Context: an optimization exercise on an open-source flow, tuned for small area. The choices shown serve that exercise and are no tape-out recipe. Function was checked by simulation only, so behaviour that the tests miss may differ from the original. Power is estimated from default activity; no workload was simulated.

## flow/config.mk

```make
export PLATFORM = sky130hd
export DESIGN_NAME = SpiController
export DESIGN_NICKNAME = SpiController
export VERILOG_FILES = /design/flow/design.v
export SDC_FILE = /design/flow/constraint.sdc
export NUM_CORES = 4
export LEC_CHECK = 0
export CAP_MARGIN = 20
export CORE_MARGIN = 2
export CORE_UTILIZATION = 40
export SLEW_MARGIN = 20
```

## flow/constraint.sdc

```tcl
create_clock -name core_clock -period 5.0 [get_ports {clk_i}]
set_input_delay 1.0000 -clock core_clock [delete_from_list [all_inputs] [get_ports {clk_i}]]
set_output_delay 1.0000 -clock core_clock [all_outputs]
set_load 0.01 [all_outputs]
```

## flow/design.v

```verilog
`timescale 10ns / 1ns
module SpiController #(
    parameter CLOCK_DIVIDE = 2,   
    parameter FRAME_WIDTH = 32   
) (
    input clk_i,   
    input reset_i,   
    input start_i,   
    output is_idle_o,   
    output spi_sclk_o,   
    output spi_mosi_o,   
    input spi_miso_i,   
    output spi_cs_o,   
    output unsigned [FRAME_WIDTH-1:0] data_o,   
    input unsigned [FRAME_WIDTH-1:0] data_i   
);
    parameter COUNTER_WIDTH = $clog2(FRAME_WIDTH) + 1;
    typedef enum logic [4:0] {
        IDLE,   
        CS_DOWN,   
        CLK_LEAD,   
        CLK_TRAIL,   
        DONE   
    } state_e;
    typedef struct packed {
        state_e state;
        logic [COUNTER_WIDTH-1:0] bit_counter;   
        logic [5:0] clk_divider;
        logic [FRAME_WIDTH-1:0] data_rx;
        logic [FRAME_WIDTH-1:0] data_tx;
        logic signed [FRAME_WIDTH-1:0] data_rx_final;
    } state_t;
    state_t state_d;
    state_t state_q;
    always_ff @(posedge clk_i) begin
        if (reset_i) begin
            state_q.state <= IDLE;
            state_q.bit_counter <= 0;
            state_q.clk_divider <= 0;
            state_q.data_rx <= 0;
            state_q.data_tx <= 0;
            state_q.data_rx_final <= 0;
        end
        else begin
            state_q <= state_d;
        end
    end   
    always_comb begin
        state_d = state_q;
        case (state_q.state)
            IDLE: begin
                state_d.bit_counter = COUNTER_WIDTH'(FRAME_WIDTH);
                state_d.clk_divider = CLOCK_DIVIDE;
                state_d.data_tx = data_i;   
                if (start_i) state_d.state = CS_DOWN;
            end
            CS_DOWN: begin
                if (state_q.clk_divider > 0) begin   
                    state_d.clk_divider = state_q.clk_divider - 1;
                end
                else begin   
                    state_d.clk_divider = CLOCK_DIVIDE;
                    state_d.state = CLK_LEAD;
                end
            end
            CLK_LEAD: begin
                state_d.data_rx[state_q.bit_counter-1] = spi_miso_i;   
                if (state_q.clk_divider > 0) begin   
                    state_d.clk_divider = state_q.clk_divider - 1;
                end
                else begin   
                    state_d.clk_divider = CLOCK_DIVIDE;
                    state_d.state = CLK_TRAIL;
                    state_d.bit_counter = state_q.bit_counter - 1;   
                end
            end
            CLK_TRAIL: begin
                if (state_q.bit_counter == 0) begin
                    state_d.state = DONE;
                end
                else if (state_q.clk_divider == 0) begin   
                    state_d.state = CLK_LEAD;
                    state_d.clk_divider = CLOCK_DIVIDE;
                end
                else begin
                    state_d.clk_divider = state_q.clk_divider - 1;
                end
            end
            DONE: begin
                state_d.data_rx_final = state_q.data_rx;
                state_d.state = IDLE;
            end
            default: begin
                state_d.state = IDLE;
            end
        endcase
    end   
    assign spi_mosi_o = state_q.data_tx[state_q.bit_counter - 1] & (!spi_cs_o) & (state_q.bit_counter > 0);
    assign spi_sclk_o = (state_q.state == CLK_LEAD);
    assign spi_cs_o = ((state_q.state == IDLE) | (state_q.state == DONE));
    assign is_idle_o = (state_q.state == IDLE);
    assign data_o = state_q.data_rx_final;
endmodule
```

## flow/run.sh

```bash
#!/bin/bash
# synth_recipe.tcl (not shown) runs the flow's synth.tcl, then flattens the netlist and writes it again
# the make line also repeats each setting of config.mk as NAME=value (left out here)
make -C /OpenROAD-flow-scripts/flow DESIGN_CONFIG=/design/flow/config.mk WORK_HOME=/design/flow/orfs CLKGATE_MAP_FILE= SYNTH_SCRIPT=/design/flow/synth_recipe.tcl finish
```

==> run_results.csv, run 1 <==
group,metric,value,unit
logic_synthesis,yosys_warnings,1,
logic_synthesis,synthDistinctLibCells,64,
clock_network,numCtsBuffers,9,
placed_design,dpl.hpwl,9050,um
global_routing,grt_pass1_wl,22100,um
global_routing,met2_usage,0.282,
placed_design,placed_area,0.00604,sq mm
logic_synthesis,synth_seq_cells,111,
global_routing,overflow,0,
timing,fin_crit,4.37,ns
critical_path,critPathArrivalTime,3.37,ns
pwr,power,3140,uW
status,status,"complete, no violations",
finish,regMostFlops,"state_q",
drt,vias,4738,
logic_synthesis,synth_area,0.00552,sq mm
logic_synthesis,synthesis.nets,725,
timing,hold_viol,0,
logic_synthesis,yosysSeqAreaShare,0.403,
logic_synthesis,syn_avg_cell_area,8.15,sq um
drt,drcViolationCount,0,
global_routing,grt.met1_usage,0.254,
timing,worst_pin_slew,0.867,ns
die,die_w,121,um
global_routing,top_usage_layer,"met2",
clock_network,htreeDepth,3,
global_routing,antenna_found_initial,0,
placed_design,dp_slack,0.761,ns
clock_network,cts_buffer_depth,2,
global_routing,grt_pass1_vias,4490,
die,coreArea,0.0133,sq mm
finish,design_area,0.00632,sq mm
finish,nets,731,
finish,area_growth,14.4,%
die,fp-row-count,42,
placed_design,port_buffers,71,
logic_synthesis,synth_flop_cell,"dfxtp_1",
clock_network,hold_buffers,0,
critical_path,cp-start-kind,"register",
logic_synthesis,synth_edf_count,0,
critical_path,endpoint_kind,"primary output",
logic_synthesis,syn_inst,677,
drt,viasPerCell,5.49,
timing,slew_viol_final,0,
timing,rsz0062_at_grt,"false",
finish,largest_reg_flops,111,
die,fp.dieH,121,um
global_routing,grt_max_degree,43,
drt,antenna_left,0,
critical_path,cp.required,4.00,ns
global_routing,grt.total_usage,0.187,
flow_run,maxCapViolations,0,
timing,tns,0,ns
finish,insertedDiodeCount,0,
clock_network,tritoncts,"done",
die,ioPinCount,72,
finish,drive_gt1_frac,0.0786,
pwr,p_per_area,497,mW/mm^2
drt,wl,13200,um
pwr,peakVddDrop,0.229,mV
hold_path,min_path_type,"register to register",
timing,fin_ws,0.629,ns
critical_path,cp_max_fo,14,
clock_network,cts_sinks,111,
placed_design,gp_congestion,0.882,
clock_network,insertion_delay,0.36,ns
timing,setup_viol_count_final,0,
clock_network,post_cts_buffers,0,
critical_path,critical_path_class,"register to primary output",
clock_network,cts.repair.resized,0,
drt,wl_per_cell,15.3,um
timing,relSlewSlack,0.420,
timing,holdWs,0.451,ns
timing,post-route-period-util,0.874,
clock_network,root_buffer,"clkbuf_16",
finish,top_regs,"state_q (111)",
timing,finalClockSkew,0.00585,ns
timing,fmax,229,MHz
drt,drtIter0Drc,355,
drt,first_pass_iters,5,
clock_network,path_clk_slew,0.07,ns
die,start_util,0.414,
global_routing,grtUsageMet3,0.0446,
logic_synthesis,ys_async_sr_fraction,0,
pwr,leakage,0.00214,uW
die,dieArea,0.0148,sq mm
-- per-stage QoR --
stage,cells,utilization
after CTS,863,0.473
after detailed placement,848,0.453
after global placement,848,0.453
final,863,0.473
after floorplan,677,-
after global routing,863,0.473
-- critical path, stage by stage (launching register included) --
cell	delay, ns
dfxtp_1	0.54
inv_1	0.16
ha_1	0.32
buf_4	0.23
mux4_2	0.54
mux4_2	0.46
mux2i_1	0.18
nor3_1	0.08
clkdlybuf4s50_1	0.50
-- logic make-up after synthesis --
kind of cell / Yosys count / synth area share
simple gates: 262 / 0.229
compound gates: 168 / 0.175
flops: 111 / 0.403
buf+inv: 98 / 0.0952
xor+xnor: 14 / 0.0263
mux: 12 / 0.0444
fa+ha+maj: 12 / 0.0272
-- final timing paths --
kind,start,to,slack [ns],cells past startpoint
max,state_q[103],spi_mosi_o,0.63,8
min,state_q[73],state_q[9],0.45,2
max reg2reg,state_q[103],state_q[71],0.67,13
min reg2reg,state_q[73],state_q[9],0.45,2
-- synth_stat cells (11+ instances only) --
cell	n	area, sq um
a21oi_1	98	490
buf_2	14	70.1
buf_4	33	248
clkbuf_1	34	128
dfxtp_1	111	2220
ha_1	12	150
inv_1	11	41.3
nand2_1	145	544
nand4_1	50	313
nor2_1	21	78.8
o21ai_0	26	130
o21ai_1	14	70.1
-- cell usage in the layout, fill, tap and decap left out, types with 3 or more instances in the layout --
cell             count
nor3_1              10
nand2_1            144
inv_1               11
clkbuf_16            9
ha_1                12
nor2_1              21
nand4_1             50
xnor2_1              7
nor4b_1              3
nand3_1              5
dfxtp_1            111
a22oi_1              4
xnor2_2              3
xor2_1               4
a21oi_1             98
buf_4               11
mux4_2              10
clkdlybuf4s50_1     69
o21ai_0             26
and3_1               7
o21ai_1             14
-- routing by layer --
metal / vias to the layer above / part of all wire / wire length (um)
met5: - / 0 / 0
met4: 0 / 0.021 / 274
met3: 21 / 0.056 / 733
met2: 119 / 0.45 / 5910
met1: 2227 / 0.48 / 6280
li1: 2371 / - / -
-- report_power, final --
part	switching, uW	leakage (uW)	total [uW]	internal (uW)
clock	327	0.000131	682	355
sequential	102	0.000903	1100	1000
combinational	853	0.00111	1350	500
-- cell type report --
type | instances | area, sq um
fill | 1354 | 7030
multi-input combinational | 468 | 2780
tap | 176 | 220
clock buffer | 12 | 246
clock inverter | 3 | 27.5
timing repair buffer | 82 | 783
inverter | 11 | 41.3
sequential | 111 | 2220
==> run 2, diff against run 1 <==
==> flow/design.v (replaced) <==
`timescale 10ns / 1ns
module SpiController #(
    parameter CLOCK_DIVIDE = 2,   
    parameter FRAME_WIDTH = 32   
) (
    input clk_i,   
    input reset_i,   
    input start_i,   
    output is_idle_o,   
    output spi_sclk_o,   
    output spi_mosi_o,   
    input spi_miso_i,   
    output spi_cs_o,   
    output unsigned [FRAME_WIDTH-1:0] data_o,   
    input unsigned [FRAME_WIDTH-1:0] data_i   
);
    logic act_q;
    logic [2:0] phase_q;
    logic [5:0] cnt_q;
    logic [FRAME_WIDTH-1:0] shift_q;
    logic [FRAME_WIDTH-1:0] data_q;
    logic run, shift, done;
    assign run = act_q & ~reset_i;
    assign shift = phase_q[2] & ~phase_q[1];   
    assign done = ~act_q & cnt_q[5];
    always_ff @(posedge clk_i) begin
        act_q <= ~reset_i & ~cnt_q[5] & (act_q | start_i);
        phase_q <= run ? {phase_q[1:0], ~phase_q[2]} : 3'b000;
        cnt_q <= run ? (cnt_q + {5'b0, shift}) : 6'b0;
        if (!act_q) shift_q <= data_i;
        else if (shift) shift_q <= {shift_q[FRAME_WIDTH-2:0], spi_miso_i};
        if (reset_i) data_q <= '0;
        else if (done) data_q <= shift_q;
    end
    assign spi_mosi_o = shift_q[FRAME_WIDTH-1] & act_q & ~cnt_q[5];
    assign spi_sclk_o = phase_q[2];
    assign spi_cs_o = ~act_q;
    assign is_idle_o = ~act_q & ~cnt_q[5];
    assign data_o = data_q;
endmodule
==> run_results.csv, run 2 <==
group,metric,value,unit
timing,slew_viol_final,0,
pwr,p_int,999,uW
logic_synthesis,ys_top_cells_by_area,"edfxtp_1 34%, dfxtp_1 30%, mux2_2 13%, nand2_1 8.6%, a21oi_1 5.8%",
logic_synthesis,synth_flop_cell,"dfxtp_1",
global_routing,grt.total_usage,0.152,
die,ioPinCount,72,
global_routing,grt_max_degree,40,
timing,setup_viol_count_final,0,
hold_path,min_path_type,"register to register",
pwr,clockPowerShare,0.389,
logic_synthesis,yosysSeqAreaShare,0.633,
timing,finalClockSkew,0.00504,ns
placed_design,dpl.hpwl,3570,um
finish,insertedDiodeCount,0,
clock_network,cts_sinks,74,
clock_network,numCtsBuffers,9,
drt,drcViolationCount,0,
placed_design,dp_slack,2.22,ns
critical_path,critPathArrivalTime,2.11,ns
timing,tns,0,ns
pwr,p_switching,258,uW
pwr,leakage,0.00130,uW
logic_synthesis,ys_async_sr_fraction,0,
logic_synthesis,synthesis.nets,285,
status,status,"complete, no violations",
pwr,peakVddDrop,0.135,mV
pwr,p_per_area,330,mW/mm^2
clock_network,hold_buffers,0,
logic_synthesis,synthDistinctLibCells,24,
die,die_w,88.3,um
clock_network,cts_buffer_depth,2,
global_routing,grt_pass1_wl,8850,um
critical_path,cp_max_fo,39,
logic_synthesis,syn_inst,247,
timing,worst_pin_slew,0.915,ns
logic_synthesis,yosysTopAreaCell,"edfxtp_1",
logic_synthesis,netlist.area_leader.share,0.338,
finish,final_common_cell,"clkdlybuf4s50_1",
finish,area_growth,33.9,%
flow_run,maxCapViolations,0,
clock_network,cts.repair.resized,0,
logic_synthesis,synth.most_common_cell,"nand2_1",
die,fp-row-count,30,
clock_network,path_clk_slew,0.07,ns
critical_path,crit_buf_inv,2,
critical_path,cpLargestDelayFamily,"flip-flops",
critical_path,cp.required,4.00,ns
clock_network,tritoncts,"done",
placed_design,port_buffers,71,
timing,post-route-period-util,0.621,
logic_synthesis,syn_avg_cell_area,11.5,sq um
clock_network,insertion_delay,0.34,ns
drt,drtIter0Drc,119,
drt,viasPerCell,4.64,
drt,first_pass_iters,4,
critical_path,critPathSlowestCell,"dfxtp_2",
timing,fin_ws,1.89,ns
clock_network,post_cts_buffers,0,
global_routing,grt_pass1_vias,1759,
pwr,swShare,0.205,
drt,vias,1939,
timing,fin_crit,3.11,ns
logic_synthesis,synth_seq_cells,74,
logic_synthesis,yosys_warnings,1,
critical_path,endpoint_kind,"primary output",
timing,relSlewSlack,0.390,
critical_path,cpPeakStageDelay,0.93,ns
global_routing,antenna_found_initial,0,
clock_network,root_buffer,"clkbuf_8",
finish,final_cell_mix,"71 x clkdlybuf4s50_1, 65 x nand2_1, 41 x dfxtp_1, 33 x a21oi_1",
die,dieArea,0.00780,sq mm
die,coreArea,0.00683,sq mm
critical_path,cp-start-kind,"register",
logic_synthesis,ys_top_cells_by_count,"65 x nand2_1, 42 x dfxtp_1, 33 x a21oi_1, 32 x edfxtp_1, 32 x mux2_2",
drt,wl,5610,um
pwr,p_seq_frac,0.548,
finish,top_regs,"data_q (32), shift_q (32), cnt_q (6)",
logic_synthesis,synth_area,0.00285,sq mm
placed_design,gp_congestion,0.692,
timing,fmax,322,MHz
clock_network,htreeDepth,3,
pwr,p_comb_frac,0.063,
drt,wl_per_cell,13.4,um
finish,drive_gt1_frac,0.165,
timing,rsz0062_at_grt,"false",
critical_path,critical_path_class,"register to primary output",
die,fp.dieH,88.3,um
critical_path,crit_path_cell_trace,"inv_2 -> nor3b_1 -> clkdlybuf4s50_1",
global_routing,overflow,0,
timing,hold_viol,0,
finish,nets,355,
drt,antenna_left,0,
logic_synthesis,synth_edf_count,32,
die,start_util,0.416,
-- run 2: cell types whose count changed after synthesis, sizes merged, moves of 14 or more --
cell    delta
a21oi     -65
mux2      +32
nand2     -80
dfxtp     -69
o21ai     -39
nor2      -14
clkbuf    -32
edfxtp    +32
buf       -40
nand4     -51
-- run 2: path summary, 6_finish.rpt --
check / start / endpoint / slack, ns / cells past startpoint
worst max-delay path: act_q / spi_mosi_o / 1.89 / 3
worst min-delay path: phase_q[0] / phase_q[1] / 0.44 / 1
worst max register to register: act_q / shift_q[1] / 2.92 / 1
worst min register to register: phase_q[0] / phase_q[1] / 0.44 / 1
-- run 2: per-stage QoR --
| step | hold WS (ns) | power [uW] | cell area (sq um) | utilization | instances |
|---|---|---|---|---|---|
| floorplan | 0.406 | 739 | 2850 | - | 247 |
| global placement | 0.424 | 781 | 3600 | 0.527 | 402 |
| detailed placement | 0.420 | 782 | 3600 | 0.527 | 402 |
| CTS | 0.443 | 1270 | 3810 | 0.558 | 418 |
| finish | 0.437 | 1260 | 3810 | 0.558 | 418 |
| global route | 0.471 | 1310 | 3810 | 0.558 | 418 |
-- run 2: logic make-up after synthesis --
family / count (synthesis) / synth area share
muxes: 32 / 0.127
DFF: 74 / 0.633
AOI/OAI and AO/OA: 34 / 0.0598
adders and majority gates: 2 / 0.00879
xor gates and xnor gates: 3 / 0.00924
buffers and inverters: 16 / 0.0369
and+or+nand+nor: 86 / 0.125
-- run 2: per-layer routing --
layer / wire (um) / vias to the layer above / global-route usage
met4: 87 / 0 / 0.0826
met1: 2660 / 895 / 0.210
met2: 2610 / 60 / 0.223
li1: - / 977 / -
met5: 0 / - / 0
met3: 254 / 7 / 0.0336
-- run 2: layout make-up --
cell class | count | area (sq um)
timing repair buffer | 74 | 733
clock buffer | 10 | 128
tap | 96 | 120
fill | 642 | 3020
sequential | 74 | 1800
clock inverter | 6 | 81.3
multi-input combinational | 157 | 942
inverter | 1 | 3.75
-- run 2: power by group through the flow --
stage | clock network (uW) | logic, uW | registers [uW]
after global placement | 0 | 79.6 | 702
after floorplan | 0 | 49.2 | 689
after CTS | 502 | 80.8 | 689
after detailed placement | 0 | 80.2 | 702
final | 489 | 79.4 | 689
after global routing | 527 | 86.2 | 694
==> run 3, diff against run 2 <==
==> flow/flow/run.sh (new file) <==
#!/bin/bash
# Standard ORFS layout with small port buffers and no CTS dummy loads.
cp standard.sh standard_sh_copy.log
cat config.mk > config_copy.log
export BUFFER_PORTS_ARGS="-buffer_cell sky130_fd_sc_hd__buf_1"
export CTS_ARGS="-sink_clustering_enable -repair_clock_nets -dont_use_dummy_load"
bash standard.sh > standard.log 2>&1
==> flow/standard.sh (new file) <==
#!/bin/bash
# synth_recipe.tcl (not shown) runs the flow's synth.tcl, then flattens the netlist and writes it again
# the make line also repeats each setting of config.mk as NAME=value (left out here)
make -C /OpenROAD-flow-scripts/flow DESIGN_CONFIG=/design/flow/config.mk WORK_HOME=/design/flow/orfs CLKGATE_MAP_FILE= SYNTH_SCRIPT=/design/flow/synth_recipe.tcl "${@:-finish}"
removed: flow/run.sh
==> run_results.csv, run 3 <==
group,metric,value,unit
clock_network,numCtsBuffers,9,
logic_synthesis,synth_flop_cell,"dfxtp_1",
timing,post-route-period-util,0.542,
die,dieArea,0.00780,sq mm
finish,fin_cells,409,
clock_network,tritoncts,"done",
logic_synthesis,syn_avg_cell_area,11.5,sq um
timing,relSlewSlack,0.410,
hold_path,min_path_type,"register to register",
critical_path,cp-endpoint,"spi_mosi_o",
clock_network,cts_buffer_depth,2,
logic_synthesis,ys_async_sr_fraction,0,
clock_network,htreeDepth,3,
critical_path,critPathArrivalTime,1.71,ns
placed_design,dp_slack,2.58,ns
global_routing,grt_pass1_vias,1758,
timing,hold_viol,0,
logic_synthesis,synth_edf_count,32,
global_routing,grt_max_degree,40,
drt,vias,1872,
clock_network,cts_sinks,74,
logic_synthesis,netlist.area_leader.share,0.338,
finish,design_area,0.00327,sq mm
timing,worst_pin_slew,0.885,ns
clock_network,post_cts_buffers,0,
drt,first_pass_iters,4,
finish,area_growth,14.9,%
drt,viasPerCell,4.58,
drt,drcViolationCount,0,
placed_design,gp_congestion,0.682,
critical_path,r2r_setup_slack,2.97,ns
logic_synthesis,synthDistinctLibCells,24,
logic_synthesis,yosysSeqAreaShare,0.633,
die,die_w,88.3,um
logic_synthesis,synth.most_common_cell,"nand2_1",
finish,top_regs,"data_q (32), shift_q (32), cnt_q (6)",
critical_path,cp.required,4.00,ns
flow_run,maxCapViolations,0,
logic_synthesis,synth_area,0.00285,sq mm
placed_design,dpl.hpwl,3490,um
logic_synthesis,syn_inst,247,
drt,drtIter0Drc,71,
finish,final_util,0.478,
drt,wl,5400,um
critical_path,r2r_start,"act_q",
die,fp.dieH,88.3,um
clock_network,insertion_delay,0.34,ns
pwr,p_per_area,334,mW/mm^2
pwr,leakage,0.00107,uW
finish,final_cell_mix,"70 x buf_1, 65 x nand2_1, 41 x dfxtp_1, 33 x a21oi_1",
critical_path,cp_max_fo,39,
global_routing,grt.total_usage,0.147,
finish,seq_area,0.00180,sq mm
finish,insertedDiodeCount,0,
critical_path,critical_path_class,"register to primary output",
critical_path,reg2reg_depth,1,
die,start_util,0.416,
critical_path,r2r_end,"shift_q[3]",
global_routing,overflow,0,
placed_design,placed_cells,400,
logic_synthesis,synth_seq_cells,74,
timing,fmax,369,MHz
clock_network,cts.repair.resized,0,
logic_synthesis,synthesis.nets,285,
timing,finalClockSkew,0.0193,ns
finish,final_common_cell,"buf_1",
timing,fin_crit,2.71,ns
timing,setup_viol_count_final,0,
logic_synthesis,ys_top_cells_by_area,"edfxtp_1 34%, dfxtp_1 30%, mux2_2 13%, nand2_1 8.6%, a21oi_1 5.8%",
placed_design,port_buffers,71,
placed_design,placed_area,0.00314,sq mm
pwr,peakVddDrop,0.135,mV
timing,tns,0,ns
critical_path,cp-start-kind,"register",
global_routing,grt_pass1_wl,8400,um
finish,drive_gt1_frac,0.150,
clock_network,hold_buffers,0,
drt,wl_per_cell,13.2,um
drt,antenna_left,0,
logic_synthesis,ys_top_cells_by_count,"65 x nand2_1, 42 x dfxtp_1, 33 x a21oi_1, 32 x edfxtp_1, 32 x mux2_2",
finish,nets,353,
timing,slew_viol_final,0,
critical_path,worstSetupStartpoint,"act_q",
logic_synthesis,yosysTopAreaCell,"edfxtp_1",
status,status,"complete, no violations",
clock_network,path_clk_slew,0.06,ns
die,fp-row-count,30,
finish,multi_input_area,942,sq um
clock_network,root_buffer,"clkbuf_8",
logic_synthesis,yosys_warnings,1,
timing,rsz0062_at_grt,"false",
global_routing,antenna_found_initial,0,
critical_path,endpoint_kind,"primary output",
finish,fillers,692,
timing,fin_ws,2.29,ns
die,ioPinCount,72,
die,coreArea,0.00683,sq mm
-- run 3: cell counts after synthesis --
No cell type changed its count.
-- run 3: layer usage --
metal	routed length [um]	GRT usage	vias to the layer above
li1	-	-	967
met1	2520	0.180	849
met2	2520	0.238	47
met3	277	0.0401	9
met4	82	0.0758	0
met5	0	0	-
-- run 3: final cells by class --
type                    count  area share
inverters                   1     0.00115
multi-input cells         157       0.288
well taps                  96      0.0368
repair buffers             72      0.0842
flip-flops and latches     74       0.552
clock buffers               9      0.0379
-- run 3: metrics by stage --
step	total power (uW)	hold slack [ns]
3_3_place_gp	760	0.410
4_1_cts	1110	0.431
2_1_floorplan	739	0.406
3_5_place_dp	763	0.416
5_1_grt	1140	0.435
6_report	1090	0.428
-- run 3: worst max-delay path, stage by stage, from the launching register on --
cell and delay, ns:
dfxtp_2 0.91, inv_2 0.09, nor3b_1 0.21, buf_1 0.17
-- run 3: cells by family after synthesis --
| family | count (synthesis) | share of synthesized area |
|---|---|---|
| buffers and inverters | 16 | 0.0369 |
| adders and majority gates | 2 | 0.00879 |
| AOI/OAI and AO/OA | 34 | 0.0598 |
| xor gates and xnor gates | 3 | 0.00924 |
| muxes | 32 | 0.127 |
| and+or+nand+nor | 86 | 0.125 |
| DFF | 74 | 0.633 |
-- run 3: worst min path at each step --
stage	start	slack [ns]	endpoint	depth (start not counted)
after detailed placement	phase_q[0]	0.42	phase_q[1]	1
after CTS	phase_q[0]	0.43	phase_q[1]	1
after floorplan	phase_q[0]	0.41	phase_q[1]	1
after global routing	phase_q[0]	0.43	phase_q[1]	1
final	phase_q[0]	0.43	phase_q[1]	1
after global placement	phase_q[0]	0.41	phase_q[1]	1
-- run 3: power breakdown --
part	internal [uW]	switching (uW)	total, uW	leakage (uW)
Combinational	33.5	25.0	58.5	0.000349
Clock	161	183	343	0.0000647
Sequential	668	21.4	689	0.000661
Total	862	229	1090	0.00107

==> afterwards: timing with drivers on the ports <==
The flow's constraints put no driver on any port. The routed layouts listed below were extracted and timed again, unchanged, in two steps.
Step 1, drivers: a clkbuf_16 drives clk_i and a buf_2 each remaining input, both assumed.
Step 2, shift: input delay + t, output delay - t, t = (earliest + latest rising clock arrival at the registers) / 2. This alone moves slack from input paths to output paths.
Three values: no drivers, after step 1, after step 2; two values: the first two.
run	t, ns	setup WS [ns]	worst setup path at the end	slew at the worst register clock pin (ns)	pins driven straight from the clock port
run 1	0.396	0.629 / 0.590 / 0.674	register to register	0.07 / 0.07	1
run 2	0.363	1.894 / 1.864 / 2.228	register to output	0.08 / 0.08	1
run 3	0.356	2.289 / 2.261 / 2.618	register to output	0.08 / 0.08	1
After both steps setup and hold are still met in every run listed.
